Context: an optimization exercise on an open-source flow, tuned for a short achievable clock period and few clock cycles. The choices shown serve that exercise and are no tape-out recipe.
The RTL was checked by simulation tests, not by an equivalence proof against the original design.
Power and IR drop assume default switching activity.

**design/flow/run.sh**
```bash
#!/bin/bash
# synth_recipe.tcl (not shown) runs the flow's synth.tcl, then flattens the netlist and writes it again
# the make line also repeats each setting of config.mk as NAME=value (left out here)
make -C /OpenROAD-flow-scripts/flow DESIGN_CONFIG=/design/flow/config.mk WORK_HOME=/design/flow/orfs CLKGATE_MAP_FILE= SYNTH_SCRIPT=/design/flow/synth_recipe.tcl finish
```
**design/flow/config.mk**
```make
export PLATFORM = sky130hd
export DESIGN_NAME = myCPU
export DESIGN_NICKNAME = myCPU
export VERILOG_FILES = /design/flow/design.v
export SDC_FILE = /design/flow/constraint.sdc
export NUM_CORES = 4
export LEC_CHECK = 0
export ABC_CLOCK_PERIOD_IN_PS = 3000
export CAP_MARGIN = 20
export CORE_MARGIN = 2
export CORE_UTILIZATION = 40
export SETUP_SLACK_MARGIN = 5.0
export SLEW_MARGIN = 20
```
**design/flow/constraint.sdc**
```tcl
create_clock -name core_clock -period 8.5 [get_ports {cpu_clk}]
set_input_delay 1.7000 -clock core_clock [delete_from_list [all_inputs] [get_ports {cpu_clk}]]
set_output_delay 1.7000 -clock core_clock [all_outputs]
set_load 0.01 [all_outputs]
```
**design/flow/design.v**
```verilog
`timescale 1ns / 1ps
module ksadd #(parameter W = 32) (
  input  wire [W-1:0] a,
  input  wire [W-1:0] b,
  input  wire         ci,
  output wire [W-1:0] s,
  output wire [W-1:0] sn
);
  wire [W-1:0] p0 = a ^ b;
  wire [W-1:0] g0 = (a & b) | {{(W-1){1'b0}}, p0[0] & ci};
  wire [6*W-1:0] g, p;
  assign g[W-1:0] = g0;
  assign p[W-1:0] = p0;
  genvar l, i;
  generate
    for (l = 0; l < 5; l = l + 1) begin : lv
      for (i = 0; i < W; i = i + 1) begin : bt
        if (i >= (1 << l)) begin : m
          assign g[(l+1)*W+i] = g[l*W+i] | (p[l*W+i] & g[l*W+i-(1 << l)]);
          assign p[(l+1)*W+i] = p[l*W+i] & p[l*W+i-(1 << l)];
        end else begin : c
          assign g[(l+1)*W+i] = g[l*W+i];
          assign p[(l+1)*W+i] = p[l*W+i];
        end
      end
    end
  endgenerate
  wire [W-1:0] c = {g[5*W+W-2:5*W], ci};
  assign s  = p0 ^ c;
  assign sn = ~(p0 ^ c);
endmodule
module myCPU (
    input  wire         cpu_rst,
    input  wire         cpu_clk,
    output wire [13:0]  inst_addr,
    input  wire [31:0]  inst,
    output wire [31:0]  Bus_addr,
    input  wire [31:0]  Bus_rdata,
    output wire         Bus_wen,
    output wire [31:0]  Bus_wdata
);
localparam OP_R    = 7'b0110011;
localparam OP_I    = 7'b0010011;
localparam OP_LOAD = 7'b0000011;
localparam OP_S    = 7'b0100011;
localparam OP_B    = 7'b1100011;
localparam OP_LUI  = 7'b0110111;
localparam OP_JAL  = 7'b1101111;
localparam OP_JALR = 7'b1100111;
wire clk = cpu_clk;
wire rst = cpu_rst;
reg  [31:0] pc_f;
reg  [31:0] bv;
reg  [8:0]  btag [0:31];
reg  [13:0] btgt [0:31];
reg  [5:0]  bcnt  [0:31];
reg  [5:0]  btrip [0:31];
reg  [31:0] bconf, bexit;
reg         ID_valid;
reg  [31:0] ID_inst;
reg  [31:0] ID_pc;
reg  [31:0] ID_pc4;
reg         ID_pred, ID_pnt;
reg  [31:0] ID_pnext;
reg  [31:0] ID_tgtb, ID_tgtj, ID_jr1, ID_jr2;
reg         EX_valid;
reg  [31:0] EX_A, EX_Bx, EX_S;
reg         EX_sfwd;
reg         EX_sub, EX_arith;
reg         EX_sel_add, EX_sel_and, EX_sel_or, EX_sel_xor, EX_sel_sll, EX_sel_sr, EX_sel_link;
reg  [4:0]  EX_rd;
reg         EX_wen, EX_ld, EX_st, EX_br, EX_jal, EX_jalr, EX_back;
reg  [2:0]  EX_f3;
reg         EX_pnpc4;
reg  [31:0] EX_pnext, EX_chk, EX_tgt, EX_pc4, EX_pc;
reg         mis_r;
reg  [31:0] tgt_a, tgt_n;
reg         tgt_s;
reg  [13:0] pc_on;
reg  [31:0] MEM_res, MEM_sd;
reg         MEM_we, MEM_wen, MEM_ld, MEM_ctrl, MEM_taken, MEM_tagm, MEM_back, MEM_link;
reg  [4:0]  MEM_rd;
reg  [31:0] MEM_pc;
reg  [13:0] MEM_tgt;
reg  [5:0]  MEM_cnt1, MEM_cnt0;
reg  [5:0]  EX_bcnt, EX_btrip;
reg         EX_bconf;
reg         MEM_ext, MEM_cnf;
reg  [31:0] WB_val;
reg         WB_wen;
reg  [4:0]  WB_rd;
reg  [31:0] rf [1:31];
wire [4:0]  bidx     = pc_f[6:2];
wire [31:0] bm;
genvar bi;
generate
  for (bi = 0; bi < 32; bi = bi + 1) begin : btbm
    assign bm[bi] = bv[bi] & (btag[bi] == pc_f[15:7]);
  end
endgenerate
wire        btb_any  = bm[bidx];
wire        btb_ex   = bexit[bidx];
wire [31:0] pc_f4    = pc_f + 32'd4;
assign inst_addr = ~pc_on;
wire        fs = inst[31];
wire [31:0] f_imm_b = {{19{fs}}, fs, inst[7], inst[30:25], inst[11:8], 1'b0};
wire [31:0] f_imm_j = {{11{fs}}, fs, inst[19:12], inst[20], inst[30:21], 1'b0};
wire [31:0] f_tgtb, f_tgtj, f_unb, f_unj;
ksadd #(32) u_tgtb (.a(pc_f), .b(f_imm_b), .ci(1'b0), .s(f_tgtb), .sn(f_unb));
ksadd #(32) u_tgtj (.a(pc_f), .b(f_imm_j), .ci(1'b0), .s(f_tgtj), .sn(f_unj));
wire [31:0] f_imm_i = {{20{fs}}, inst[31:20]};
wire [31:0] f_jr1, f_jr2, f_unr1, f_unr2;
ksadd #(32) u_jr1 (.a(ID_pc4), .b(f_imm_i), .ci(1'b0), .s(f_jr1), .sn(f_unr1));
ksadd #(32) u_jr2 (.a(EX_pc4), .b(f_imm_i), .ci(1'b0), .s(f_jr2), .sn(f_unr2));
wire [13:0] pred_lo  = (btb_any & ~btb_ex) ? btgt[bidx] : pc_f4[15:2];
wire [31:0] pred_nxt = {pc_f4[31:16], pred_lo, pc_f4[1:0]};
wire [6:0] op  = ID_inst[6:0];
wire [2:0] f3  = ID_inst[14:12];
wire [4:0] rd  = ID_inst[11:7];
wire [4:0] rs1 = ID_inst[19:15];
wire [4:0] rs2 = ID_inst[24:20];
wire is_r    = (op == OP_R);
wire is_i    = (op == OP_I);
wire is_ld   = (op == OP_LOAD);
wire is_st   = (op == OP_S);
wire is_br   = (op == OP_B);
wire is_lui  = (op == OP_LUI);
wire is_jal  = (op == OP_JAL);
wire is_jalr = (op == OP_JALR);
wire use1    = is_r | is_i | is_ld | is_st | is_br | is_jalr;
wire use2    = is_r | is_st | is_br;
wire wen     = (is_r | is_i | is_ld | is_lui | is_jal | is_jalr) & (rd != 5'd0);
wire use_imm = is_i | is_ld | is_st | is_lui | is_jalr;
wire s = ID_inst[31];
wire [31:0] imm_i = {{20{s}}, ID_inst[31:20]};
wire [31:0] imm_s = {{20{s}}, ID_inst[31:25], ID_inst[11:7]};
wire [31:0] imm_u = {ID_inst[31:12], 12'b0};
wire [31:0] imm   = is_lui ? imm_u : is_st ? imm_s : imm_i;
wire [31:0] id_tgt = is_jal ? ID_tgtj : ID_tgtb;
wire [31:0] id_chk, id_chkn;
ksadd #(32) u_chk (.a(ID_pnext), .b(~imm_i), .ci(1'b1), .s(id_chk), .sn(id_chkn));
wire sub_id = is_br | (is_r & (f3 == 3'b000) & ID_inst[30]);
wire [31:0] mem_fwd = MEM_ld ? Bus_rdata : MEM_res;
wire [31:0] tgt_r = tgt_s ? tgt_a : tgt_n;
wire m2       = ID_valid & (tgt_s ? (ID_pc == tgt_a) : (ID_pc == tgt_n));
wire m3       = tgt_s ? (pc_f == tgt_a) : (pc_f == tgt_n);
wire kill_id  = mis_r & ~m2;
wire redirect = mis_r & ~m2 & ~m3;
wire ID_live  = ID_valid & ~kill_id;
wire ex_wen_l = EX_wen & ~mis_r;
wire h1_ex  = ex_wen_l & (EX_rd  == rs1);
wire h2_ex  = ex_wen_l & (EX_rd  == rs2);
wire h1_mem = MEM_wen & (MEM_rd == rs1);
wire h2_mem = MEM_wen & (MEM_rd == rs2);
wire h1_wb  = WB_wen  & (WB_rd  == rs1);
wire h2_wb  = WB_wen  & (WB_rd  == rs2);
wire stall = ID_live & EX_ld & ((h1_ex & use1) | (h2_ex & use2));
wire [31:0] rf1 = (rs1 == 5'd0) ? 32'd0 : rf[rs1];
wire [31:0] rf2 = (rs2 == 5'd0) ? 32'd0 : rf[rs2];
wire lk_ex  = h1_ex & EX_sel_link;
wire lk_mem = ~h1_ex & h1_mem & MEM_link;
wire [31:0] lk_val = lk_ex ? EX_pc4 : MEM_res;
wire [31:0] jr_tgt = lk_ex ? ID_jr1 : ID_jr2;
wire jr_ok    = is_jalr & (lk_ex | lk_mem);
wire st_taken = is_jal | (is_br & s & ~ID_pnt) | jr_ok;
wire id_rd    = ~ID_pred & st_taken;
wire redir_id = ID_live & id_rd & ~stall;
wire [31:0] rd_tgt = is_jalr ? jr_tgt : id_tgt;
wire [31:0] sum, sumn;
ksadd #(32) u_alu (.a(EX_A), .b(EX_Bx), .ci(EX_sub), .s(sum), .sn(sumn));
wire        eq  = &(EX_A ^ EX_Bx);
wire        lt  = (EX_A[31] ~^ EX_Bx[31]) ? EX_A[31] : sum[31];
wire        cond = EX_f3[2] ? (lt ^ EX_f3[0]) : (eq ^ EX_f3[0]);
wire [31:0] sll = EX_A << EX_Bx[4:0];
wire [31:0] sr  = $signed({EX_arith & EX_A[31], EX_A}) >>> EX_Bx[4:0];
wire [31:0] ex_oth = ({32{EX_sel_and}}  & (EX_A & EX_Bx))
                   | ({32{EX_sel_or}}   & (EX_A | EX_Bx))
                   | ({32{EX_sel_xor}}  & (EX_A ^ EX_Bx))
                   | ({32{EX_sel_sll}}  & sll)
                   | ({32{EX_sel_sr}}   & sr)
                   | ({32{EX_sel_link}} & EX_pc4);
wire [31:0] ex_res = ({32{EX_sel_add}} & sum) | ex_oth;
wire eq_tgt = (EX_tgt == EX_pnext);
wire taken  = EX_jal | (EX_br & cond);
wire mT     = ~eq_tgt;
wire mN     = ~EX_pnpc4;
wire x1     = EX_f3[0] ? mN : mT;
wire x0     = EX_f3[0] ? mT : mN;
wire cc     = EX_f3[2] ? lt : eq;
wire mis_o  = EX_jalr ? (EX_A != EX_chk) : EX_jal ? mT : mN;
wire mis    = EX_valid & ~mis_r & (EX_br ? (cc ? x1 : x0) : mis_o);
wire s1_ex  = use1 & h1_ex;
wire s1_mem = use1 & ~h1_ex & h1_mem;
wire s1_wb  = use1 & ~h1_ex & ~h1_mem & h1_wb;
wire s1_rf  = use1 & ~h1_ex & ~h1_mem & ~h1_wb;
wire s2_ex  = h2_ex;
wire s2_mem = ~h2_ex & h2_mem;
wire s2_wb  = ~h2_ex & ~h2_mem & h2_wb;
wire s2_rf  = ~h2_ex & ~h2_mem & ~h2_wb;
wire [31:0] fwd1 = ({32{s1_ex & EX_sel_add}} & sum) | ({32{s1_ex}} & ex_oth)
                 | ({32{s1_mem}} & mem_fwd) | ({32{s1_wb}} & WB_val) | ({32{s1_rf}} & rf1);
wire [31:0] fwd2 = ({32{s2_mem}} & mem_fwd) | ({32{s2_wb}} & WB_val) | ({32{s2_rf}} & rf2);
wire [31:0] subv = {32{sub_id}};
wire [31:0] opb  = ({32{~use_imm & ~sub_id & s2_ex & EX_sel_add}} & sum)
                 | ({32{~use_imm &  sub_id & s2_ex & EX_sel_add}} & sumn)
                 | ({32{~use_imm & s2_ex & ~EX_sel_add}} & (ex_oth ^ subv))
                 | ({32{~use_imm & s2_mem}} & (mem_fwd ^ subv)) | ({32{~use_imm & s2_wb}} & (WB_val ^ subv))
                 | ({32{~use_imm & s2_rf}} & (rf2 ^ subv)) | ({32{use_imm}} & imm);
wire [31:0] pc_nxt = redirect ? tgt_r : stall ? pc_f : redir_id ? rd_tgt : pred_nxt;
always @(posedge clk or posedge rst) begin
  if (rst) begin
    pc_f     <= 32'd0;
    pc_on    <= 14'h3fff;
    ID_valid <= 1'b0;
    EX_valid <= 1'b0;
    EX_wen <= 1'b0; EX_ld <= 1'b0; EX_st <= 1'b0; EX_br <= 1'b0; EX_jal <= 1'b0; EX_jalr <= 1'b0; EX_back <= 1'b0;
    mis_r <= 1'b0;
    MEM_we <= 1'b0; MEM_wen <= 1'b0; MEM_ld <= 1'b0; MEM_ctrl <= 1'b0;
    WB_wen <= 1'b0;
  end else begin
    pc_f  <= pc_nxt;
    pc_on <= ~pc_nxt[15:2];
    if (redirect | redir_id) ID_valid <= 1'b0;
    else if (!stall)      ID_valid <= 1'b1;
    if (stall | ~ID_live) begin
      EX_valid <= 1'b0;
      EX_wen <= 1'b0; EX_ld <= 1'b0; EX_st <= 1'b0; EX_br <= 1'b0; EX_jal <= 1'b0; EX_jalr <= 1'b0; EX_back <= 1'b0;
    end else begin
      EX_valid <= 1'b1;
      EX_wen  <= wen;
      EX_ld   <= is_ld;
      EX_st   <= is_st;
      EX_br   <= is_br;
      EX_jal  <= is_jal;
      EX_jalr <= is_jalr;
      EX_back <= is_br & s;
    end
    mis_r <= mis;
    MEM_we   <= EX_st & ~mis_r;
    MEM_wen  <= EX_wen & ~mis_r;
    MEM_ld   <= EX_ld & ~mis_r;
    MEM_ctrl <= (EX_br | EX_jal | EX_jalr) & ~mis_r;
    WB_wen <= MEM_wen;
  end
end
always @(posedge clk or posedge rst) begin
  if (rst) bv <= 32'd0;
  else if (MEM_ctrl) begin
    if (MEM_taken)                bv[MEM_pc[6:2]] <= 1'b1;
    else if (MEM_tagm & ~MEM_back) bv[MEM_pc[6:2]] <= 1'b0;
  end
end
always @(posedge clk) begin
  if (MEM_ctrl & MEM_taken) begin
    btag[MEM_pc[6:2]] <= MEM_pc[15:7];
    btgt[MEM_pc[6:2]] <= MEM_tgt;
  end
  if (MEM_ctrl) begin
    if (MEM_taken) begin
      if (MEM_tagm) begin
        bcnt[MEM_pc[6:2]]  <= MEM_cnt1;
        bexit[MEM_pc[6:2]] <= MEM_ext;
      end else begin
        bcnt[MEM_pc[6:2]]  <= 6'd1;
        bconf[MEM_pc[6:2]] <= 1'b0;
        bexit[MEM_pc[6:2]] <= 1'b0;
      end
    end else if (MEM_tagm & MEM_back) begin
      btrip[MEM_pc[6:2]] <= MEM_cnt0;
      bconf[MEM_pc[6:2]] <= MEM_cnf;
      bcnt[MEM_pc[6:2]]  <= 6'd0;
      bexit[MEM_pc[6:2]] <= 1'b0;
    end
  end
  if (!stall) begin
    ID_inst  <= inst;
    ID_pc    <= pc_f;
    ID_pc4   <= pc_f4;
    ID_pred  <= btb_any & ~btb_ex;
    ID_pnt   <= btb_any & btb_ex;
    ID_pnext <= pred_nxt;
    ID_tgtb  <= f_tgtb;
    ID_tgtj  <= f_tgtj;
    ID_jr1   <= f_jr1;
    ID_jr2   <= f_jr2;
  end
  EX_A       <= fwd1;
  EX_Bx      <= opb;
  EX_S       <= fwd2;
  EX_sfwd    <= s2_ex;
  EX_sub     <= sub_id;
  EX_arith   <= ID_inst[30];
  EX_sel_add <= ((is_r | is_i) & (f3 == 3'b000)) | is_ld | is_st | is_lui;
  EX_sel_and <= (is_r | is_i) & (f3 == 3'b111);
  EX_sel_or  <= (is_r | is_i) & (f3 == 3'b110);
  EX_sel_xor <= (is_r | is_i) & (f3 == 3'b100);
  EX_sel_sll <= (is_r | is_i) & (f3 == 3'b001);
  EX_sel_sr  <= (is_r | is_i) & (f3 == 3'b101);
  EX_sel_link <= is_jal | is_jalr;
  EX_rd      <= rd;
  EX_f3      <= f3;
  EX_pnext   <= id_rd ? rd_tgt : ID_pnext;
  EX_pnpc4   <= ~id_rd & (ID_pnext == ID_pc4);
  EX_chk     <= (id_rd & is_jalr) ? lk_val : id_chk;
  EX_tgt     <= id_tgt;
  EX_pc4     <= ID_pc4;
  EX_pc      <= ID_pc;
  EX_bcnt    <= bcnt[ID_pc[6:2]];
  EX_btrip   <= btrip[ID_pc[6:2]];
  EX_bconf   <= bconf[ID_pc[6:2]];
  tgt_a <= EX_jalr ? sum : EX_tgt;
  tgt_n <= EX_pc4;
  tgt_s <= EX_jalr | taken;
  MEM_res   <= ex_res;
  MEM_sd    <= EX_sfwd ? MEM_res : EX_S;
  MEM_rd    <= EX_rd;
  MEM_taken <= taken | EX_jalr;
  MEM_tagm  <= bv[EX_pc[6:2]] & (btag[EX_pc[6:2]] == EX_pc[15:7]);
  MEM_back  <= EX_back;
  MEM_cnt0  <= EX_bcnt;
  MEM_cnt1  <= (EX_bcnt == 6'd63) ? 6'd63 : EX_bcnt + 6'd1;
  MEM_ext   <= EX_bconf & (EX_bcnt + 6'd1 == EX_btrip);
  MEM_cnf   <= (EX_bcnt != 6'd63);
  MEM_link  <= EX_sel_link;
  MEM_pc    <= EX_pc;
  MEM_tgt   <= EX_jalr ? sum[15:2] : EX_tgt[15:2];
  WB_val <= mem_fwd;
  WB_rd  <= MEM_rd;
  if (WB_wen) rf[WB_rd] <= WB_val;
end
assign Bus_addr  = MEM_res;
assign Bus_wdata = MEM_sd;
assign Bus_wen   = MEM_we;
endmodule
```
==> results.ini, run 1 <==
[outcome]
status = finished clean

[hold_path]
hold_path_class = flip-flop to flip-flop

[run]
maxCapViolCount = 0

[sta]
tightest_slew_ps = 1220
fin_crit_sh_pct = 44.0
finalSetupViolations = 0
relSlewSlack_pct = 18.1
maxSlewViolCount = 0
holdWs_ps = 344
max_freq_mhz = 267
hold_viol = 0
layout_setup_ws_ps = 4760
rsz0062_at_grt = yes
period_minus_slack_ps = 3740
clock-skew-final_ps = 107
setup_tns_ps = 0

[logic_synthesis]
synth_adder_area_share_pct = 1.97
yosys_warnings = 1
ys_types = 83
synth_mux_area_share_pct = 19.6
synth_compound_area_share_pct = 6.50
synth_area_um2 = 141000
synth-simple-area-share_pct = 5.49
yosys-top-cells-area = edfxtp_1 (51%), mux4_2 (16%), dfxtp_1 (6.8%), xnor2_1 (2.7%), ha_1 (1.9%)
syn_avg_cell_area_um2 = 15.3
synth-xor-area-share_pct = 4.27
synth_seq_cells = 2986
syn_inst = 9218
synth_top_cell_area_share_pct = 51.4
synth_top_family_by_area = multiplexers
synth_nets = 9501
synth_top_cell_by_area = edfxtp_1
seq_area_frac_synth_pct = 59.9
synth_edf_count = 2412
async_flop_share_pct = 3.11
synth_flop_cell = edfxtp_1

[global_routing]
antenna_found_initial = 48
overflow = 0
grt_max_degree = 106
first_global_vias = 89117
gr-usage-all-layers_pct = 27.5
grt_pass1_wl_um = 696000

[power]
ir_drop_v = 0.000301
leakagePower_nw = 56.2
power.density_nw_per_um2 = 293
clock_power_share_pct = 29.1
p_int_mw = 32.5
pwr-share-seq_pct = 40.4
p_sw_mw = 16.3
pwr-share-comb_pct = 30.5
netSwitchingFraction_pct = 33.4
power_mw = 48.8

[detailed_routing]
wl_met2_um = 225000
route.met3.wl_um = 52900
wl_per_cell_um = 34.9
drtAntennaViolNets = 0
m1WireLength_um = 200000
wirelength_um = 508000
drt_iter0_drc = 13626
drc = 0
vias_per_cell = 6.35
dr_total_vias = 92239
firstDrtPassIters = 9
top_layer_used = met5

[clocking]
clockBufferDepth = 4
root_buffer = clkbuf_16
cts.sinks = 2986
numCtsBuffers = 325
htreeDepth = 5
cts_tree = built
clk_pin_slew_ps = 60
clk_latency_ps = 950

[die]
dieHeight_um = 598
core_area_um2 = 350000
io_pins = 145
rows = 217
initial_core_util_pct = 40.3
die_w_um = 598
die_area_um2 = 357000

[setup_path]
reg2reg_to = pc_f[4]$_DFF_PP0_
reg2regPathDepth = 12
cpPeakStageDelay_ps = 580
worstSetupEndpointType = flip-flop
cp-start-kind = flip-flop
ff2ff_setup_slack_ps = 4760
cp.depth = 12
crit_chain = buf_16 > buf_6 > xnor2_2 > nand4_1 > nor3_1 > a311oi_1 > a211oi_2 > a2111oi_4 > or4_4 > or2_4 > mux2_4 > a221o_1
worst-setup-path-type = flip-flop to flip-flop
cpMaxStageDelayCell = dfrtp_4
cp_top_family = simple AND/OR/NAND/NOR gates
crit_buf_inv = 2
regToRegStartpoint = pc_f[8]$_DFF_PP0_
required_ps = 9280
crit_arrival_ps = 4520
crit_path_end = pc_f[4]$_DFF_PP0_
critPathLaunch = pc_f[8]$_DFF_PP0_
cp_max_fo = 7

[cells_and_area]
syn_to_final_growth_pct = 18.1
drive_gt1_share_pct = 29.7
layout_commonest_cell = edfxtp_1
layout.cells.most_common_list = edfxtp_1 (2412), mux4_2 (1023), nor2_1 (517), nand2_1 (454), xnor2_1 (425)
nFillCells = 29517
nNetsFinal = 9925

[place]
hpwl_um = 318000
gp_congestion = 0.986
io_buffers = 144
dp_slack_ps = 2710

[area by class of cell]
class                   instances  area (um2)  share of cell area, %
diodes                         31        77.6                 0.0466
clock buffers                 420        8890                   5.34
clock inverters               166        1680                   1.01
inverters                     162         697                  0.419
multi-input cells            5468       56800                   34.1
flip-flops and latches       2986       84800                   50.9
well taps                    4599        5750                   3.46
repair buffers                696        7750                   4.66
repair inverters                3        40.0                 0.0240
[state kept, by name, summed over array words and instances (netlist names), 192 cells and up, named ones only]
register / count
btag: 288
bcnt: 192
btgt: 448
btrip: 192
rf: 992
[routing by layer]
metal,track usage (%),vias up
li1,-,37363
met5,0,-
met4,13.7,16
met1,37.9,48123
met2,41.2,5585
met3,5.83,1152
[what timing repair did]
action,CTS,global route
gates resized for setup,726,287
cloned,37,18
hold buffers,0,0
endpoints found under the setup margin,787,420
pin swaps,79,130
setup buffers,171,86
[power groups by stage]
| stage | clock network [mW] | logic [mW] | registers, mW |
|---|---|---|---|
| after floorplan | 0 | 8.72 | 19.1 |
| after global placement | 0 | 12.4 | 20.2 |
| after detailed placement | 0 | 12.5 | 20.3 |
| after CTS | 14.3 | 14.1 | 19.7 |
| after global routing | 14.9 | 15.5 | 19.8 |
| final | 14.2 | 14.9 | 19.7 |
[synth_stat cells (73+ instances only)]
| master | number |
|---|---|
| a31oi_1 | 84 |
| mux2_2 | 184 |
| mux2i_1 | 246 |
| inv_1 | 158 |
| xor2_1 | 245 |
| a21o_1 | 96 |
| a21oi_1 | 304 |
| xnor2_1 | 440 |
| dfxtp_1 | 481 |
| o21ai_0 | 349 |
| nor3_1 | 116 |
| buf_1 | 120 |
| nor4_1 | 73 |
| ha_1 | 209 |
| clkbuf_1 | 391 |
| nor2_1 | 598 |
| nand2_1 | 465 |
| mux4_2 | 1023 |
| nand4_1 | 87 |
| nand3_1 | 115 |
| edfxtp_1 | 2412 |
| dfrtp_1 | 79 |
[cells by family (layout without fill, tap and decap cells)]
group           after synthesis  after routing
simple gates               1694           1700
other cells                   0             31
xor+xnor                    686            686
flops                      2986           2986
mux                        1457           1457
fa+ha+maj                   217            217
buf+inv                     770           1447
compound gates             1408           1408
[through the flow]
| step | instance area, um2 | std cells | util (%) |
|---|---|---|---|
| global placement | 149000 | 13602 | 42.5 |
| CTS | 164000 | 14396 | 46.9 |
| floorplan | 142000 | 9218 | - |
| detailed placement | 149000 | 13602 | 42.5 |
| global route | 166000 | 14510 | 47.6 |
| finish | 166000 | 14531 | 47.6 |
[worst register-to-register path, stage by stage (launching register included)]
cell       delay (ps)
dfrtp_4           580
buf_16            200
buf_6             130
xnor2_2           150
nand4_1           110
nor3_1            170
a311oi_1           90
a211oi_2          390
a2111oi_4         120
or4_4             590
or2_4             350
mux2_4            350
a221o_1           340
[worst min-delay path by stage]
stage | from | to | slack (ps) | cells past startpoint
floorplan | EX_back$_DFF_PP0_ | MEM_back$_DFF_P_ | 320 | 0
global placement | EX_back$_DFF_PP0_ | MEM_back$_DFF_P_ | 340 | 0
detailed placement | EX_back$_DFF_PP0_ | MEM_back$_DFF_P_ | 330 | 0
CTS | EX_back$_DFF_PP0_ | MEM_back$_DFF_P_ | 350 | 0
global route | EX_back$_DFF_PP0_ | MEM_back$_DFF_P_ | 360 | 0
finish | EX_back$_DFF_PP0_ | MEM_back$_DFF_P_ | 340 | 0
Testbench counts, summed over its fixed seeds: cycles 211,957.
==> run 2, diff against run 1 <==
--- a/design/flow/design.v
+++ b/design/flow/design.v
@@ -29,6 +29,40 @@
   assign s  = p0 ^ c;
   assign sn = ~(p0 ^ c);
 endmodule
+module slt32 (
+  input  wire [31:0] a,
+  input  wire [31:0] b,
+  output wire        lt
+);
+  wire [31:0] x = {~a[31], a[30:0]};
+  wire [31:0] y = {~b[31], b[30:0]};
+  wire [31:0] l0 = ~x & y;
+  wire [31:0] e0 = ~(x ^ y);
+  wire [15:0] l1, e1;
+  wire [7:0]  l2, e2;
+  wire [3:0]  l3, e3;
+  wire [1:0]  l4, e4;
+  genvar i;
+  generate
+    for (i = 0; i < 16; i = i + 1) begin : g1
+      assign l1[i] = l0[2*i+1] | (e0[2*i+1] & l0[2*i]);
+      assign e1[i] = e0[2*i+1] & e0[2*i];
+    end
+    for (i = 0; i < 8; i = i + 1) begin : g2
+      assign l2[i] = l1[2*i+1] | (e1[2*i+1] & l1[2*i]);
+      assign e2[i] = e1[2*i+1] & e1[2*i];
+    end
+    for (i = 0; i < 4; i = i + 1) begin : g3
+      assign l3[i] = l2[2*i+1] | (e2[2*i+1] & l2[2*i]);
+      assign e3[i] = e2[2*i+1] & e2[2*i];
+    end
+    for (i = 0; i < 2; i = i + 1) begin : g4
+      assign l4[i] = l3[2*i+1] | (e3[2*i+1] & l3[2*i]);
+      assign e4[i] = e3[2*i+1] & e3[2*i];
+    end
+  endgenerate
+  assign lt = l4[1] | (e4[1] & l4[0]);
+endmodule
 module myCPU (
     input  wire         cpu_rst,
     input  wire         cpu_clk,
@@ -169,7 +203,8 @@
 wire [31:0] sum, sumn;
 ksadd #(32) u_alu (.a(EX_A), .b(EX_Bx), .ci(EX_sub), .s(sum), .sn(sumn));
 wire        eq  = &(EX_A ^ EX_Bx);
-wire        lt  = (EX_A[31] ~^ EX_Bx[31]) ? EX_A[31] : sum[31];
+wire        lt;
+slt32 u_lt (.a(EX_A), .b(~EX_Bx), .lt(lt));
 wire        cond = EX_f3[2] ? (lt ^ EX_f3[0]) : (eq ^ EX_f3[0]);
 wire [31:0] sll = EX_A << EX_Bx[4:0];
 wire [31:0] sr  = $signed({EX_arith & EX_A[31], EX_A}) >>> EX_Bx[4:0];
==> results.ini, run 2 <==
[place]
place_area_um2 = 150000
hpwl_um = 332000
gp_congestion = 1.01
io_buffers = 144
place_inst = 13822

[die]
dieHeight_um = 600
rows = 218
die_w_um = 600
io_pins = 145
initial_core_util_pct = 40.2
die_area_um2 = 360000
core_area_um2 = 353000

[sta]
maxSlewViolCount = 0
finalSetupViolations = 0
relSlewSlack_pct = 16.2
tightest_slew_ps = 1250
hold_viol = 0
clock-skew-final_ps = 72.4
max_freq_mhz = 268
rsz0062_at_grt = yes
setup_tns_ps = 0
period_minus_slack_ps = 3730
fin_crit_sh_pct = 43.9

[power]
ir_drop_v = 0.000194
power_mw = 49.6
leakagePower_nw = 56.6
power.density_nw_per_um2 = 297

[cells_and_area]
utilization_pct = 47.4
syn_to_final_growth_pct = 17.8
nFillCells = 30041
regMostFlops = rf
post-route-cell-area_um2 = 167000
drive_gt1_share_pct = 29.8
layout.cells.most_common_list = edfxtp_1 (2412), mux4_2 (1020), nor2_1 (546), nand2_1 (420), buf_4 (414)
largest_reg_flops = 992
nNetsFinal = 10023
layout_commonest_cell = edfxtp_1
instances_no_fill = 14766

[logic_synthesis]
synth_top_family_by_area = multiplexers
yosys-top-cells-area = edfxtp_1 (51%), mux4_2 (16%), dfxtp_1 (6.8%), xnor2_1 (2.6%), ha_1 (1.8%)
synth_top_cell_area_share_pct = 51.0
synth_adder_area_share_pct = 1.94
syn_inst = 9313
async_flop_share_pct = 3.11
seq_area_frac_synth_pct = 59.5
synthTopCellsByCount = edfxtp_1 (2412), mux4_2 (1020), nor2_1 (624)
synth-simple-area-share_pct = 5.59
synth_top_cell_by_area = edfxtp_1
ys_types = 96
synth_flop_cell = edfxtp_1
synth_compound_area_share_pct = 6.76
synth_nets = 9595
synth_mux_area_share_pct = 19.7
syn_avg_cell_area_um2 = 15.2
synth_edf_count = 2412
synth_seq_cells = 2986
synth-xor-area-share_pct = 4.18
post-synth-top-count-cell = edfxtp_1
yosys_warnings = 1
synth_area_um2 = 142000

[detailed_routing]
firstDrtPassIters = 6
drt_iter0_drc = 11995
wl_per_cell_um = 35.8
dr_total_vias = 93136
drc = 0
vias_per_cell = 6.31
wirelength_um = 529000
drtAntennaViolNets = 0

[global_routing]
overflow = 0
gr-usage-all-layers_pct = 28.6
grt_pass1_wl_um = 724000
first_global_vias = 91334
antenna_found_initial = 47
grt_max_degree = 99

[clocking]
clk_pin_slew_ps = 60
htreeDepth = 5
root_buffer = clkbuf_16
clockBufferDepth = 4
numCtsBuffers = 328
cts_tree = built
clk_latency_ps = 950
cts.sinks = 2986

[outcome]
status = finished clean

[run]
maxCapViolCount = 0

[setup_path]
cpMaxStageDelayCell = a311o_1
cp_top_family = compound AO/OA/AOI/OAI gates
crit_arrival_ps = 4380
worst-setup-path-type = primary input to flip-flop
worstSetupEndpointType = flip-flop
cp_max_fo = 5
required_ps = 9150
cp-start-kind = primary input
crit_buf_inv = 3
cpPeakStageDelay_ps = 420
crit_chain = buf_12 > ha_4 > inv_2 > fa_2 > nor2b_2 > o31a_1 > buf_6 > or3_4 > a21oi_4 > o21ai_4 > a311o_1 > a31o_4 > a41oi_2 > xnor2_1

[hold_path]
hold_path_class = flip-flop to flip-flop

## run 2: cell families (layout without fill, tap and decap cells)
| logic type | Yosys count | after routing |
|---|---|---|
| simple gates | 1722 | 1724 |
| flops | 2986 | 2986 |
| fa+ha+maj | 216 | 216 |
| xor+xnor | 675 | 675 |
| other cells | 0 | 22 |
| compound gates | 1433 | 1433 |
| buf+inv | 786 | 1485 |
| mux | 1495 | 1495 |
## run 2: cell type report
cell class / count / area, um2 / area share (%)
inverter: 164 / 662 / 0.396
clock buffer: 414 / 8880 / 5.31
timing repair inverter: 1 / 8.76 / 0.00524
clock inverter: 189 / 1740 / 1.04
tap: 4730 / 5920 / 3.54
multi-input combinational: 5543 / 57500 / 34.4
antenna: 22 / 55.1 / 0.0329
sequential: 2986 / 84700 / 50.7
timing repair buffer: 717 / 7730 / 4.63
## run 2: what timing repair did
action	in CTS	in global routing
cloned	25	14
setup endpoints to repair	688	221
gates resized for setup	684	236
setup buffers	149	127
hold buffers	0	0
pin swaps	91	98
## run 2: routing by layer
layer	global-route usage [%]	up-vias	share of wire, %
li1	-	37818	-
met1	37.3	48695	38
met2	45.1	5317	46
met3	5.07	1286	9.2
met4	17.0	20	7.2
met5	0	-	0.026
## run 2: final timing paths
check,from,to,slack [ps],cells past startpoint
min in group asynchronous,cpu_rst,async pin,1530,2
worst max-delay path,inst[8],ID_tgtb[29]$_DFFE_PN_,4770,14
worst min register to register,EX_pc[4]$_DFF_P_,MEM_pc[4]$_DFF_P_,380,0
worst max register to register,pc_f[2]$_DFF_PP0_,ID_tgtb[29]$_DFFE_PN_,4900,13
worst min-delay path,EX_pc[4]$_DFF_P_,MEM_pc[4]$_DFF_P_,380,0
max in group asynchronous,cpu_rst,pc_f[15]$_DFF_PP0_,5310,3
## run 2: power by group
| part | switching, mW | internal, mW |
|---|---|---|
| Combinational | 8.50 | 6.55 |
| Sequential | 2.13 | 18.1 |
| Clock | 6.16 | 8.12 |
| Total | 16.8 | 32.8 |
## run 2: worst register-to-register path, delay by kind of cell, from the launching register on
family                   cells  cell delay, ps
AND/OR/NAND/NOR              2             400
XOR/XNOR                     1              80
flip-flops                   1             560
adder cells (fa/ha/maj)      1             260
AO/OA/AOI/OAI                6            1500
buffers and inverters        3             500
## run 2: stage by stage
step	setup slack, ps	hold slack (ps)
after floorplan	2620	324
after global placement	2730	381
after detailed placement	2660	381
after CTS	4840	384
after global routing	4730	380
final	4770	382
Testbench counts of run 2, summed over its fixed seeds: cycles 211,957.
==> run 3, diff against run 2 <==
--- a/design/flow/design.v
+++ b/design/flow/design.v
@@ -96,7 +96,7 @@
 reg  [31:0] ID_pc4;
 reg         ID_pred, ID_pnt;
 reg  [31:0] ID_pnext;
-reg  [31:0] ID_tgtb, ID_tgtj, ID_jr1, ID_jr2;
+reg  [31:0] ID_jr1, ID_jr2;
 reg         EX_valid;
 reg  [31:0] EX_A, EX_Bx, EX_S;
 reg         EX_sfwd;
@@ -139,14 +139,19 @@
 wire        fs = inst[31];
 wire [31:0] f_imm_b = {{19{fs}}, fs, inst[7], inst[30:25], inst[11:8], 1'b0};
 wire [31:0] f_imm_j = {{11{fs}}, fs, inst[19:12], inst[20], inst[30:21], 1'b0};
-wire [31:0] f_tgtb, f_tgtj, f_unb, f_unj;
-ksadd #(32) u_tgtb (.a(pc_f), .b(f_imm_b), .ci(1'b0), .s(f_tgtb), .sn(f_unb));
-ksadd #(32) u_tgtj (.a(pc_f), .b(f_imm_j), .ci(1'b0), .s(f_tgtj), .sn(f_unj));
 wire [31:0] f_imm_i = {{20{fs}}, inst[31:20]};
 wire [31:0] f_jr1, f_jr2, f_unr1, f_unr2;
 ksadd #(32) u_jr1 (.a(ID_pc4), .b(f_imm_i), .ci(1'b0), .s(f_jr1), .sn(f_unr1));
 ksadd #(32) u_jr2 (.a(EX_pc4), .b(f_imm_i), .ci(1'b0), .s(f_jr2), .sn(f_unr2));
-wire [13:0] pred_lo  = (btb_any & ~btb_ex) ? btgt[bidx] : pc_f4[15:2];
+wire        f_jal = (inst[6:0] == 7'b1101111);
+wire        f_bwd = (inst[6:0] == 7'b1100011) & fs;
+wire        f_jf  = f_jal | f_bwd;
+wire [13:0] f_fb, f_fj, f_fbn, f_fjn;
+ksadd #(14) u_fb (.a(pc_f[15:2]), .b(f_imm_b[15:2]), .ci(1'b0), .s(f_fb), .sn(f_fbn));
+ksadd #(14) u_fj (.a(pc_f[15:2]), .b(f_imm_j[15:2]), .ci(1'b0), .s(f_fj), .sn(f_fjn));
+wire [13:0] f_fast = f_jal ? f_fj : f_fb;
+wire [13:0] pred_lo  = btb_any ? (btb_ex ? pc_f4[15:2] : btgt[bidx]) :
+                                 (f_jf ? f_fast : pc_f4[15:2]);
 wire [31:0] pred_nxt = {pc_f4[31:16], pred_lo, pc_f4[1:0]};
 wire [6:0] op  = ID_inst[6:0];
 wire [2:0] f3  = ID_inst[14:12];
@@ -170,7 +175,10 @@
 wire [31:0] imm_s = {{20{s}}, ID_inst[31:25], ID_inst[11:7]};
 wire [31:0] imm_u = {ID_inst[31:12], 12'b0};
 wire [31:0] imm   = is_lui ? imm_u : is_st ? imm_s : imm_i;
-wire [31:0] id_tgt = is_jal ? ID_tgtj : ID_tgtb;
+wire [31:0] imm_bj = is_jal ? {{11{s}}, s, ID_inst[19:12], ID_inst[20], ID_inst[30:21], 1'b0}
+                            : {{19{s}}, s, ID_inst[7], ID_inst[30:25], ID_inst[11:8], 1'b0};
+wire [31:0] id_tgt, id_tgtn;
+ksadd #(32) u_tgt (.a(ID_pc), .b(imm_bj), .ci(1'b0), .s(id_tgt), .sn(id_tgtn));
 wire [31:0] id_chk, id_chkn;
 ksadd #(32) u_chk (.a(ID_pnext), .b(~imm_i), .ci(1'b1), .s(id_chk), .sn(id_chkn));
 wire sub_id = is_br | (is_r & (f3 == 3'b000) & ID_inst[30]);
@@ -196,10 +204,10 @@
 wire [31:0] lk_val = lk_ex ? EX_pc4 : MEM_res;
 wire [31:0] jr_tgt = lk_ex ? ID_jr1 : ID_jr2;
 wire jr_ok    = is_jalr & (lk_ex | lk_mem);
-wire st_taken = is_jal | (is_br & s & ~ID_pnt) | jr_ok;
+wire st_taken = jr_ok;
 wire id_rd    = ~ID_pred & st_taken;
 wire redir_id = ID_live & id_rd & ~stall;
-wire [31:0] rd_tgt = is_jalr ? jr_tgt : id_tgt;
+wire [31:0] rd_tgt = jr_tgt;
 wire [31:0] sum, sumn;
 ksadd #(32) u_alu (.a(EX_A), .b(EX_Bx), .ci(EX_sub), .s(sum), .sn(sumn));
 wire        eq  = &(EX_A ^ EX_Bx);
@@ -311,11 +319,9 @@
     ID_inst  <= inst;
     ID_pc    <= pc_f;
     ID_pc4   <= pc_f4;
-    ID_pred  <= btb_any & ~btb_ex;
+    ID_pred  <= btb_any ? ~btb_ex : f_jf;
     ID_pnt   <= btb_any & btb_ex;
     ID_pnext <= pred_nxt;
-    ID_tgtb  <= f_tgtb;
-    ID_tgtj  <= f_tgtj;
     ID_jr1   <= f_jr1;
     ID_jr2   <= f_jr2;
   end
==> results.ini, run 3 <==
[setup_path]
cpPeakStageDelay_ps = 540
cp-start-kind = flip-flop
worstSetupEndpointType = flip-flop
worst-setup-path-type = flip-flop to flip-flop
crit_arrival_ps = 4440
crit_buf_inv = 6
cp_top_family = multiplexers
crit_chain = buf_12 > xor2_1 > nor4_2 > nand4_1 > o221ai_2 > o21ai_2 > mux4_2 > mux2i_4 > buf_12 > buf_8 > mux2i_4 > inv_4 > buf_4 > o21ai_4 > inv_1
cpMaxStageDelayCell = mux4_2
required_ps = 9190
cp_max_fo = 19

[clocking]
clockBufferDepth = 4
clk_pin_slew_ps = 60
clk_latency_ps = 970
postCtsHoldBufs = 0
root_buffer = clkbuf_16
cts_tree = built
cts.sinks = 2922
htreeDepth = 5
numCtsBuffers = 324

[sta]
finalSetupViolations = 0
maxSlewViolCount = 0
setup_tns_ps = 0
max_freq_mhz = 267
rsz0062_at_grt = yes
period_minus_slack_ps = 3750
tightest_slew_ps = 1170
clock-skew-final_ps = 85.2
relSlewSlack_pct = 21.7
fin_crit_sh_pct = 44.1
hold_viol = 0

[cells_and_area]
layout_commonest_cell = edfxtp_1
syn_to_final_growth_pct = 18.3
post-route-cell-area_um2 = 164000
nFillCells = 29338
nNetsFinal = 9835
largest_reg_flops = 992
drive_gt1_share_pct = 29.6
layout.cells.most_common_list = edfxtp_1 (2349), mux4_2 (1020), nor2_1 (482), nand2_1 (386), buf_4 (380)
regMostFlops = rf

[logic_synthesis]
async_flop_share_pct = 3.18
ys_types = 88
synth_flop_cell = edfxtp_1
syn_inst = 9109
seq_area_frac_synth_pct = 59.4
synth_top_cell_by_area = edfxtp_1
synth_area_um2 = 139000
synth_seq_cells = 2922
synth_nets = 9398
syn_avg_cell_area_um2 = 15.3
yosys-top-cells-area = edfxtp_1 (51%), mux4_2 (17%), dfxtp_1 (6.9%), xnor2_1 (2.4%), mux2i_1 (2.1%)
post-synth-top-count-cell = edfxtp_1
synthTopCellsByCount = edfxtp_1 (2349), mux4_2 (1020), nor2_1 (558)
synth_top_cell_area_share_pct = 50.8
synth_edf_count = 2349
yosys_warnings = 1

[die]
rows = 216
io_pins = 145
core_area_um2 = 346000
die_area_um2 = 352000
dieHeight_um = 593
die_w_um = 593
initial_core_util_pct = 40.2

[place]
gp_congestion = 1.02
place_area_um2 = 147000
hpwl_um = 327000
io_buffers = 144

[power]
power.density_nw_per_um2 = 299
ir_drop_v = 0.000205
leakagePower_nw = 56.2

[global_routing]
overflow = 0
gr-usage-all-layers_pct = 28.6
first_global_vias = 89160
grt_max_degree = 101
antenna_found_initial = 33
grt_pass1_wl_um = 705000

[detailed_routing]
drc = 0
firstDrtPassIters = 8
drtAntennaViolNets = 0
drt_iter0_drc = 12764
vias_per_cell = 6.40
dr_total_vias = 92089
wirelength_um = 517000
wl_per_cell_um = 35.9

[hold_path]
hold_path_class = flip-flop to flip-flop

[outcome]
status = finished clean

[run]
maxCapViolCount = 0

[run 3: cell count changes in the layout (fill, tap and decap cells not counted), moves of 41 or more]
cell / before / now
mux2_2: 217 / 135
nor2_1: 546 / 482
edfxtp_1: 2412 / 2349
o21ai_0: 276 / 317
xnor2_1: 403 / 362
xor2_1: 253 / 294
[run 3: worst register-to-register path, delay by kind of cell, from the launching register on]
kind	cells	cell delay [ps]
multiplexers	3	1000
buffers and inverters	6	700
AO/OA/AOI/OAI	3	630
AND/OR/NAND/NOR	2	470
flip-flops	1	430
XOR/XNOR	1	280
[run 3: cell families after synthesis]
family                   Yosys count  share of synthesized area (%)
AO/OA/AOI/OAI                   1450                           6.93
flip-flops                      2922                           59.4
XOR/XNOR                         677                           4.27
adder cells (fa/ha/maj)          223                           2.05
AND/OR/NAND/NOR                 1603                           5.36
buffers and inverters            789                           2.28
multiplexers                    1445                           19.7
[run 3: final cells by class]
type / count / area [um2] / share of cell area, %
tap: 4578 / 5730 / 3.49
antenna: 13 / 32.5 / 0.0198
clock buffer: 408 / 8740 / 5.32
timing repair buffer: 693 / 7520 / 4.58
clock inverter: 181 / 1890 / 1.15
inverter: 199 / 812 / 0.494
sequential: 2922 / 82800 / 50.4
multi-input combinational: 5406 / 56800 / 34.6
[run 3: worst paths after layout]
path                                          from               endpoint  slack [ps]  cells after the start
worst max-delay path            pc_f[13]$_DFF_PP0_  ID_pnext[5]$_DFFE_PN_        4750                     15
worst min register to register    EX_pc[4]$_DFF_P_      MEM_pc[4]$_DFF_P_         330                      0
worst min-delay path              EX_pc[4]$_DFF_P_      MEM_pc[4]$_DFF_P_         330                      0
max in group asynchronous                  cpu_rst     pc_f[14]$_DFF_PP0_        5440                      3
worst max register to register  pc_f[13]$_DFF_PP0_  ID_pnext[5]$_DFFE_PN_        4750                     15
min in group asynchronous                  cpu_rst              async pin        1470                      2
[run 3: per-stage QoR]
stage	total power [mW]	utilization, %	hold WS (ps)	setup slack [ps]	instances
finish	49.1	47.5	332	4750	14400
global route	50.5	47.5	359	4630	14392
CTS	48.4	46.8	334	4820	14263
detailed placement	32.8	42.5	344	3030	13479
global placement	32.7	42.5	339	3110	13477
floorplan	27.7	-	324	4540	9109
[run 3: repair_timing]
| item | CTS | global route |
|---|---|---|
| pin swaps | 91 | 135 |
| cloned | 26 | 14 |
| endpoints found under the setup margin | 591 | 158 |
| resized for setup | 686 | 267 |
| setup buffers | 169 | 107 |
[run 3: where the power goes]
part / internal, mW / total (mW) / switching, mW
clock: 8.24 / 14.3 / 6.05
sequential: 17.6 / 19.7 / 2.07
combinational: 6.60 / 15.1 / 8.54
[run 3: layer usage]
metal	wire length (um)	part of all wire, %	up-vias	GRT usage [%]
met1	202000	39	48064	38.9
li1	-	-	37068	-
met5	162	0.031	-	0
met4	31200	6.0	24	14.8
met3	50800	9.8	1244	5.57
met2	233000	45	5689	43.6
Testbench counts of run 3, summed over its fixed seeds: cycles 207,390.
==> run 4, diff against run 3 <==
--- a/design/flow/design.v
+++ b/design/flow/design.v
@@ -110,7 +110,7 @@
 reg         mis_r;
 reg  [31:0] tgt_a, tgt_n;
 reg         tgt_s;
-reg  [13:0] pc_on;
+reg  [13:0] pc_o;
 reg  [31:0] MEM_res, MEM_sd;
 reg         MEM_we, MEM_wen, MEM_ld, MEM_ctrl, MEM_taken, MEM_tagm, MEM_back, MEM_link;
 reg  [4:0]  MEM_rd;
@@ -135,7 +135,7 @@
 wire        btb_any  = bm[bidx];
 wire        btb_ex   = bexit[bidx];
 wire [31:0] pc_f4    = pc_f + 32'd4;
-assign inst_addr = ~pc_on;
+assign inst_addr = pc_o;
 wire        fs = inst[31];
 wire [31:0] f_imm_b = {{19{fs}}, fs, inst[7], inst[30:25], inst[11:8], 1'b0};
 wire [31:0] f_imm_j = {{11{fs}}, fs, inst[19:12], inst[20], inst[30:21], 1'b0};
@@ -250,10 +250,16 @@
                  | ({32{~use_imm & s2_mem}} & (mem_fwd ^ subv)) | ({32{~use_imm & s2_wb}} & (WB_val ^ subv))
                  | ({32{~use_imm & s2_rf}} & (rf2 ^ subv)) | ({32{use_imm}} & imm);
 wire [31:0] pc_nxt = redirect ? tgt_r : stall ? pc_f : redir_id ? rd_tgt : pred_nxt;
+wire sel_r = redirect;
+wire sel_s = ~redirect & stall;
+wire sel_i = ~redirect & ~stall & redir_id;
+wire sel_p = ~redirect & ~stall & ~redir_id;
+wire [13:0] pc_o_d = ({14{sel_r}} & tgt_r[15:2]) | ({14{sel_s}} & pc_o)
+                   | ({14{sel_i}} & rd_tgt[15:2]) | ({14{sel_p}} & pred_lo);
 always @(posedge clk or posedge rst) begin
   if (rst) begin
     pc_f     <= 32'd0;
-    pc_on    <= 14'h3fff;
+    pc_o     <= 14'h0;
     ID_valid <= 1'b0;
     EX_valid <= 1'b0;
     EX_wen <= 1'b0; EX_ld <= 1'b0; EX_st <= 1'b0; EX_br <= 1'b0; EX_jal <= 1'b0; EX_jalr <= 1'b0; EX_back <= 1'b0;
@@ -262,7 +268,7 @@
     WB_wen <= 1'b0;
   end else begin
     pc_f  <= pc_nxt;
-    pc_on <= ~pc_nxt[15:2];
+    pc_o  <= pc_o_d;
     if (redirect | redir_id) ID_valid <= 1'b0;
     else if (!stall)      ID_valid <= 1'b1;
     if (stall | ~ID_live) begin
==> results.ini, run 4 <==
[logic_synthesis]
synth_edf_count = 2349
seq_area_frac_synth_pct = 59.4
synth_seq_cells = 2922
synth_top_cell_area_share_pct = 50.8
synth_nets = 9320
ys_types = 90
synth_flop_cell = edfxtp_1
yosys-top-cells-area = edfxtp_1 (51%), mux4_2 (17%), dfxtp_1 (6.9%), xnor2_1 (2.3%), mux2i_1 (2.0%)
syn_inst = 9030
async_flop_share_pct = 3.18
synth_area_um2 = 139000
synth_top_cell_by_area = edfxtp_1
syn_avg_cell_area_um2 = 15.4
synthTopCellsByCount = edfxtp_1 (2349), mux4_2 (1029), nor2_1 (516)
post-synth-top-count-cell = edfxtp_1
yosys_warnings = 1

[sta]
finalSetupViolations = 0
setup_tns_ps = 0
max_freq_mhz = 242
layout_setup_ws_ps = 4370
tightest_slew_ps = 1330
maxSlewViolCount = 0
clock-skew-final_ps = 90.5
hold_viol = 0
period_minus_slack_ps = 4130
relSlewSlack_pct = 11.3
rsz0062_at_grt = yes
fin_crit_sh_pct = 48.6

[clocking]
cts.sinks = 2922
numCtsBuffers = 321
postCtsHoldBufs = 0
clockBufferDepth = 4
clk_latency_ps = 970
cts_tree = built
root_buffer = clkbuf_16
clk_pin_slew_ps = 60
htreeDepth = 5

[power]
power.density_nw_per_um2 = 297
leakagePower_nw = 57.0
ir_drop_v = 0.000222

[cells_and_area]
regMostFlops = rf
nNetsFinal = 9785
layout_commonest_cell = edfxtp_1
post-route-cell-area_um2 = 165000
layout.cells.most_common_list = edfxtp_1 (2349), mux4_2 (1029), nor2_1 (444), buf_4 (393), dfxtp_1 (385)
syn_to_final_growth_pct = 18.7
drive_gt1_share_pct = 29.4
largest_reg_flops = 992

[die]
core_area_um2 = 346000
io_pins = 145
initial_core_util_pct = 40.2
die_area_um2 = 352000
die_w_um = 593
rows = 216
dieHeight_um = 593

[detailed_routing]
route.met3.wl_um = 48000
drt_iter0_drc = 12355
vias_per_cell = 6.33
firstDrtPassIters = 9
dr_total_vias = 90870
top_layer_used = met5
wl_per_cell_um = 35.4
wl_met2_um = 232000
drc = 0
drtAntennaViolNets = 0
m1WireLength_um = 194000
wirelength_um = 508000

[global_routing]
gr-usage-all-layers_pct = 28.0
first_global_vias = 89117
overflow = 0
antenna_found_initial = 29
grt_max_degree = 104
grt_pass1_wl_um = 695000

[outcome]
status = finished clean

[setup_path]
crit_arrival_ps = 5010
worst-setup-path-type = flip-flop to flip-flop
worstSetupEndpointType = flip-flop
required_ps = 9380
cp_max_fo = 4
cp-start-kind = flip-flop

[run]
maxCapViolCount = 0

[place]
dp_slack_ps = 2910
hpwl_um = 317000
gp_congestion = 0.997
io_buffers = 144
place_area_um2 = 147000

[hold_path]
hold_path_class = flip-flop to flip-flop

==> run 4: changes by cell type after synthesis, moves of 19 or more <==
cell	previous run	this run
and3_1	52	33
o32ai_1	3	22
inv_1	195	168
a2bb2oi_1	32	5
nor2_1	558	516
nor2b_1	52	32
a221oi_1	47	26
a22oi_1	49	70
a21o_1	127	175
o21ai_0	371	426
buf_2	105	75
==> run 4: logic make-up (layout without fill, tap and decap cells) <==
group,count (synthesis),after routing,synth area share [%]
flops,2922,2922,59.4
compound gates,1501,1505,7.01
simple gates,1500,1503,5.01
mux,1449,1449,19.9
buf+inv,763,1492,2.37
xor+xnor,671,671,4.23
fa+ha+maj,224,224,2.06
other cells,0,12,0
==> run 4: layer usage <==
layer  vias to the layer above  GRT usage (%)
li1                      36822              -
met1                     47552           37.0
met2                      5297           43.7
met3                      1189           5.11
met4                        10           15.9
met5                         -         0.0947
==> run 4: what timing repair did <==
item	in CTS	in global routing
gates resized for setup	641	283
pin swaps	79	112
setup endpoints to repair	611	301
gates cloned	29	20
buffers inserted	154	129
==> run 4: power breakdown <==
group,internal (mW),switching [mW]
Clock,8.71,6.09
Sequential,17.5,2.02
Combinational,6.38,8.26
Total,32.6,16.4
==> run 4: stage by stage <==
| stage | cells | util (%) | hold WS [ps] | total power, mW |
|---|---|---|---|---|
| 4_1_cts | 14194 | 46.8 | 357 | 48.0 |
| 6_report | 14356 | 47.7 | 354 | 49.0 |
| 3_3_place_gp | 13412 | 42.4 | 339 | 32.2 |
| 3_5_place_dp | 13417 | 42.4 | 334 | 32.4 |
| 5_1_grt | 14348 | 47.6 | 370 | 50.5 |
| 2_1_floorplan | 9030 | - | 324 | 27.5 |
==> run 4: critical path, stage by stage, from the launching register on <==
cell	delay [ps]
edfxtp_1	610
nand2_4	120
nor3_4	280
nand2_4	100
nand2_2	70
o21ai_2	60
ha_2	200
fa_2	410
a21oi_2	190
o21ai_2	120
a2111oi_4	450
nor3_4	130
o211ai_1	320
a21oi_2	130
or3_4	360
a31o_4	230
a21oi_2	140
xnor2_1	120
==> run 4: final timing paths <==
| kind | startpoint | slack [ps] | end | cells past startpoint |
|---|---|---|---|---|
| max in group asynchronous | cpu_rst | 5390 | pc_f[14]$_DFFE_PP0P_ | 3 |
| worst min register to register | EX_back$_DFF_PP0_ | 350 | MEM_back$_DFF_P_ | 0 |
| min in group asynchronous | cpu_rst | 1500 | MEM_ctrl$_DFF_PP0_ | 2 |
| worst max-delay path | ID_inst[1]$_DFFE_PN_ | 4370 | EX_tgt[29]$_DFF_P_ | 17 |
| worst max register to register | ID_inst[1]$_DFFE_PN_ | 4370 | EX_tgt[29]$_DFF_P_ | 17 |
| worst min-delay path | EX_back$_DFF_PP0_ | 350 | MEM_back$_DFF_P_ | 0 |
==> run 4: area by class of cell <==
cell class,count,area (um2)
multi-input cells,5352,56500
fillers,29204,181000
clock inverters,164,2000
inverters,175,694
diodes,12,30.0
repair buffers,721,7860
flip-flops and latches,2922,82800
clock buffers,430,9140
repair inverters,2,12.5
well taps,4578,5730
Testbench counts of run 4, summed over its fixed seeds: cycles 207,390.
==> run 5, diff against run 4 <==
--- a/design/flow/design.v
+++ b/design/flow/design.v
@@ -84,12 +84,12 @@
 wire clk = cpu_clk;
 wire rst = cpu_rst;
 reg  [31:0] pc_f;
-reg  [31:0] bv;
-reg  [8:0]  btag [0:31];
-reg  [13:0] btgt [0:31];
-reg  [5:0]  bcnt  [0:31];
-reg  [5:0]  btrip [0:31];
-reg  [31:0] bconf, bexit;
+reg  [15:0] bv;
+reg  [7:0]  btag [0:15];
+reg  [13:0] btgt [0:15];
+reg  [5:0]  bcnt  [0:15];
+reg  [5:0]  btrip [0:15];
+reg  [15:0] bconf, bexit;
 reg         ID_valid;
 reg  [31:0] ID_inst;
 reg  [31:0] ID_pc;
@@ -124,12 +124,12 @@
 reg         WB_wen;
 reg  [4:0]  WB_rd;
 reg  [31:0] rf [1:31];
-wire [4:0]  bidx     = pc_f[6:2];
-wire [31:0] bm;
+wire [3:0]  bidx     = pc_f[5:2];
+wire [15:0] bm;
 genvar bi;
 generate
-  for (bi = 0; bi < 32; bi = bi + 1) begin : btbm
-    assign bm[bi] = bv[bi] & (btag[bi] == pc_f[15:7]);
+  for (bi = 0; bi < 16; bi = bi + 1) begin : btbm
+    assign bm[bi] = bv[bi] & (btag[bi] == pc_f[13:6]);
   end
 endgenerate
 wire        btb_any  = bm[bidx];
@@ -293,32 +293,32 @@
   end
 end
 always @(posedge clk or posedge rst) begin
-  if (rst) bv <= 32'd0;
+  if (rst) bv <= 16'd0;
   else if (MEM_ctrl) begin
-    if (MEM_taken)                bv[MEM_pc[6:2]] <= 1'b1;
-    else if (MEM_tagm & ~MEM_back) bv[MEM_pc[6:2]] <= 1'b0;
+    if (MEM_taken)                bv[MEM_pc[5:2]] <= 1'b1;
+    else if (MEM_tagm & ~MEM_back) bv[MEM_pc[5:2]] <= 1'b0;
   end
 end
 always @(posedge clk) begin
   if (MEM_ctrl & MEM_taken) begin
-    btag[MEM_pc[6:2]] <= MEM_pc[15:7];
-    btgt[MEM_pc[6:2]] <= MEM_tgt;
+    btag[MEM_pc[5:2]] <= MEM_pc[13:6];
+    btgt[MEM_pc[5:2]] <= MEM_tgt;
   end
   if (MEM_ctrl) begin
     if (MEM_taken) begin
       if (MEM_tagm) begin
-        bcnt[MEM_pc[6:2]]  <= MEM_cnt1;
-        bexit[MEM_pc[6:2]] <= MEM_ext;
+        bcnt[MEM_pc[5:2]]  <= MEM_cnt1;
+        bexit[MEM_pc[5:2]] <= MEM_ext;
       end else begin
-        bcnt[MEM_pc[6:2]]  <= 6'd1;
-        bconf[MEM_pc[6:2]] <= 1'b0;
-        bexit[MEM_pc[6:2]] <= 1'b0;
+        bcnt[MEM_pc[5:2]]  <= 6'd1;
+        bconf[MEM_pc[5:2]] <= 1'b0;
+        bexit[MEM_pc[5:2]] <= 1'b0;
       end
     end else if (MEM_tagm & MEM_back) begin
-      btrip[MEM_pc[6:2]] <= MEM_cnt0;
-      bconf[MEM_pc[6:2]] <= MEM_cnf;
-      bcnt[MEM_pc[6:2]]  <= 6'd0;
-      bexit[MEM_pc[6:2]] <= 1'b0;
+      btrip[MEM_pc[5:2]] <= MEM_cnt0;
+      bconf[MEM_pc[5:2]] <= MEM_cnf;
+      bcnt[MEM_pc[5:2]]  <= 6'd0;
+      bexit[MEM_pc[5:2]] <= 1'b0;
     end
   end
   if (!stall) begin
@@ -352,9 +352,9 @@
   EX_tgt     <= id_tgt;
   EX_pc4     <= ID_pc4;
   EX_pc      <= ID_pc;
-  EX_bcnt    <= bcnt[ID_pc[6:2]];
-  EX_btrip   <= btrip[ID_pc[6:2]];
-  EX_bconf   <= bconf[ID_pc[6:2]];
+  EX_bcnt    <= bcnt[ID_pc[5:2]];
+  EX_btrip   <= btrip[ID_pc[5:2]];
+  EX_bconf   <= bconf[ID_pc[5:2]];
   tgt_a <= EX_jalr ? sum : EX_tgt;
   tgt_n <= EX_pc4;
   tgt_s <= EX_jalr | taken;
@@ -362,7 +362,7 @@
   MEM_sd    <= EX_sfwd ? MEM_res : EX_S;
   MEM_rd    <= EX_rd;
   MEM_taken <= taken | EX_jalr;
-  MEM_tagm  <= bv[EX_pc[6:2]] & (btag[EX_pc[6:2]] == EX_pc[15:7]);
+  MEM_tagm  <= bv[EX_pc[5:2]] & (btag[EX_pc[5:2]] == EX_pc[13:6]);
   MEM_back  <= EX_back;
   MEM_cnt0  <= EX_bcnt;
   MEM_cnt1  <= (EX_bcnt == 6'd63) ? 6'd63 : EX_bcnt + 6'd1;
==> results.ini, run 5 <==
[outcome]
status = finished clean

[die]
rows = 194
io_pins = 145
die_w_um = 533
initial_core_util_pct = 40.1
die_area_um2 = 284000
core_area_um2 = 279000
dieHeight_um = 533

[logic_synthesis]
synth_top_cell_area_share_pct = 46.7
synth_seq_cells = 2294
syn_avg_cell_area_um2 = 14.6
post-synth-top-count-cell = edfxtp_1
synth_area_um2 = 112000
synthTopCellsByCount = edfxtp_1 (1741), mux4_2 (828), dfxtp_1 (476)
seq_area_frac_synth_pct = 56.9
syn_inst = 7659
yosys_warnings = 1
synth_edf_count = 1741
async_flop_share_pct = 3.36
synth_nets = 7948
synth_top_cell_by_area = edfxtp_1
synth_flop_cell = edfxtp_1
yosys-top-cells-area = edfxtp_1 (47%), mux4_2 (17%), dfxtp_1 (8.5%), mux2i_1 (2.6%), xnor2_1 (2.6%)
ys_types = 88

[setup_path]
worstSetupEndpointType = flip-flop
required_ps = 9320
worst-setup-path-type = flip-flop to flip-flop
crit_buf_inv = 2
cpMaxStageDelayCell = edfxtp_1
cp_top_family = compound AO/OA/AOI/OAI gates
crit_arrival_ps = 4570
crit_path_frequent_cell = o21ai_2
crit_chain = and3b_2 > nand4_1 > inv_2 > nand2_4 > nand2_2 > o21ai_2 > ha_2 > fa_2 > a211oi_4 > o21ai_2 > a31oi_2 > buf_4 > o311ai_4 > a41o_1 > a21oi_4 > a2111oi_4 > o21a_1 > nor2_1 > xnor2_1
cpPeakStageDelay_ps = 490
ff2ff_setup_slack_ps = 4750
cp_max_fo = 5
cp-start-kind = flip-flop

[detailed_routing]
drtAntennaViolNets = 0
wirelength_um = 425000
route.met3.wl_um = 42500
wl_met2_um = 189000
top_layer_used = met5
vias_per_cell = 6.34
dr_total_vias = 76484
drt_iter0_drc = 10729
firstDrtPassIters = 7
m1WireLength_um = 167000
wl_per_cell_um = 35.2
drc = 0

[sta]
relSlewSlack_pct = 31.5
maxSlewViolCount = 0
fin_crit_sh_pct = 44.1
hold_viol = 0
rsz0062_at_grt = yes
clock-skew-final_ps = 95.9
setup_tns_ps = 0
finalSetupViolations = 0
max_freq_mhz = 267
period_minus_slack_ps = 3750
tightest_slew_ps = 1030

[clocking]
cts_tree = built
clockBufferDepth = 4
cts.sinks = 2294
clk_latency_ps = 950
htreeDepth = 5
postCtsHoldBufs = 0
root_buffer = clkbuf_16
numCtsBuffers = 262
clk_pin_slew_ps = 60

[global_routing]
gr-usage-all-layers_pct = 28.7
grt_pass1_wl_um = 580000
overflow = 0
antenna_found_initial = 26
grt_max_degree = 126
first_global_vias = 73891

[power]
leakagePower_nw = 47.5
p_int_mw = 24.6
netSwitchingFraction_pct = 33.4
pwr-share-seq_pct = 41.6
clock_power_share_pct = 30.9
power.density_nw_per_um2 = 276
power_mw = 37.0
ir_drop_v = 0.000184
p_sw_mw = 12.4
pwr-share-comb_pct = 27.5

[hold_path]
hold_path_class = flip-flop to flip-flop

[run]
maxCapViolCount = 0

[cells_and_area]
layout.cells.most_common_list = edfxtp_1 (1741), mux4_2 (828), nor2_1 (420), dfxtp_1 (399), buf_4 (397)
regMostFlops = rf
syn_to_final_growth_pct = 19.6
largest_reg_flops = 992
drive_gt1_share_pct = 29.8
nNetsFinal = 8406
layout_commonest_cell = edfxtp_1

[place]
io_buffers = 144
hpwl_um = 270000
gp_congestion = 1.01

==> run 5: stage by stage <==
stage / instance area (um2) / hold slack [ps] / worst slack, ps / util (%) / std cells
2_1_floorplan: 112000 / 324 / 4440 / - / 7659
3_3_place_gp: 119000 / 363 / 3170 / 42.6 / 11255
3_5_place_dp: 119000 / 362 / 3180 / 42.6 / 11256
4_1_cts: 131000 / 336 / 4740 / 46.9 / 11895
5_1_grt: 134000 / 338 / 4570 / 48.0 / 12054
6_report: 134000 / 338 / 4750 / 48.0 / 12059
==> run 5: path summary, 6_finish.rpt <==
check                                          start                    to  depth (start not counted)
worst max-delay path            ID_inst[4]$_DFFE_PN_    EX_tgt[29]$_DFF_P_                         19
worst min-delay path                EX_pc[6]$_DFF_P_     MEM_pc[6]$_DFF_P_                          0
worst max register to register  ID_inst[4]$_DFFE_PN_    EX_tgt[29]$_DFF_P_                         19
worst min register to register      EX_pc[6]$_DFF_P_     MEM_pc[6]$_DFF_P_                          0
max in group asynchronous                    cpu_rst  pc_f[19]$_DFFE_PP0P_                          4
min in group asynchronous                    cpu_rst  pc_f[12]$_DFFE_PP0P_                          2
==> run 5: layout make-up <==
cell class | instances | area (um2)
timing repair buffer | 689 | 7360
timing repair inverter | 2 | 20.0
clock inverter | 129 | 1370
sequential | 2294 | 64000
clock buffer | 347 | 7200
multi-input combinational | 4716 | 48700
inverter | 152 | 639
antenna | 6 | 15.0
tap | 3724 | 4660
fill | 23563 | 145000
==> run 5: kinds of logic (layout without fill, tap and decap cells) <==
kind of cell               count (synthesis)  count (layout)  synth area share, %
DFF                                     2294            2294                 56.9
buffers and inverters                    654            1319                 2.30
xor gates and xnor gates                 508             508                 3.97
other                                      0               6                    0
adders and majority gates                223             223                 2.55
muxes                                   1254            1254                 20.6
and+or+nand+nor                         1374            1379                 5.64
AOI/OAI and AO/OA                       1352            1352                 8.01
==> run 5: worst reg2reg max path, cell delays in order (launching register included) <==
cell	delay, ps
edfxtp_1	490
and3b_2	290
nand4_1	150
inv_2	170
nand2_4	90
nand2_2	80
o21ai_2	60
ha_2	190
fa_2	370
a211oi_4	260
o21ai_2	100
a31oi_2	160
buf_4	160
o311ai_4	100
a41o_1	260
a21oi_4	220
a2111oi_4	100
o21a_1	200
nor2_1	110
xnor2_1	130
==> run 5: power groups by stage <==
stage                     Combinational [mW]  Clock [mW]  Sequential (mW)
after global placement                  8.81           0             15.6
after global routing                    10.7        12.0             15.4
after detailed placement                8.87           0             15.6
after CTS                               9.52        11.5             15.3
final                                   10.2        11.4             15.4
after floorplan                         6.25           0             14.5
==> run 5: what timing repair did <==
item | 4_1_cts | 5_1_grt
pin swaps | 59 | 124
gates cloned | 20 | 26
setup endpoints to repair | 529 | 171
gates resized for setup | 519 | 303
buffers inserted | 143 | 130
==> run 5: layer usage <==
layer	track usage (%)	vias to the layer above
li1	-	31213
met1	39.5	39820
met2	43.3	4577
met3	5.52	870
met4	14.9	4
met5	0	-
Testbench counts of run 5, summed over its fixed seeds: cycles 208,858.

-- separate check: timing with driven ports --
No port has a modelled driver above. Below, the same layouts with a new extraction and two added sets of constraints.
Step 1 assumes that a clkbuf_16 drives the clock port and a buf_2 every other input.
Step 2 moves the port delays by t, midway between the first and last clock arrival at a register: inputs arrive t later, outputs are due t later. That takes back most of the time a late clock gives input paths.
Slacks: ideal / step 1 / step 2; pairs: ideal / step 1.
run | t, ns | setup WS [ns] | worst hold slack (ns) | worst register clock-pin slew, ns | worst data-port slew with drivers (ns)
run 1 | 0.992 | 4.759 / 4.663 / 3.671 | 0.344 / 0.344 / 0.344 | 0.07 / 0.07 | 0.30
run 2 | 1.023 | 4.770 / 4.652 / 3.629 | 0.382 / 0.382 / 0.382 | 0.07 / 0.07 | 0.31
run 3 | 1.019 | 4.751 / 4.751 / 3.751 | 0.332 / 0.332 / 0.332 | 0.07 / 0.07 | 0.40
run 4 | 1.026 | 4.370 / 4.370 / 3.924 | 0.354 / 0.354 / 0.354 | 0.07 / 0.07 | 0.23
run 5 | 0.995 | 4.754 / 4.754 / 3.984 | 0.338 / 0.338 / 0.338 | 0.07 / 0.07 | 0.10
After both steps every run listed still meets setup and hold. For run 2, which loses most, drivers alone change the setup slack by -0.118 ns; drivers and shift together by -1.141 ns.
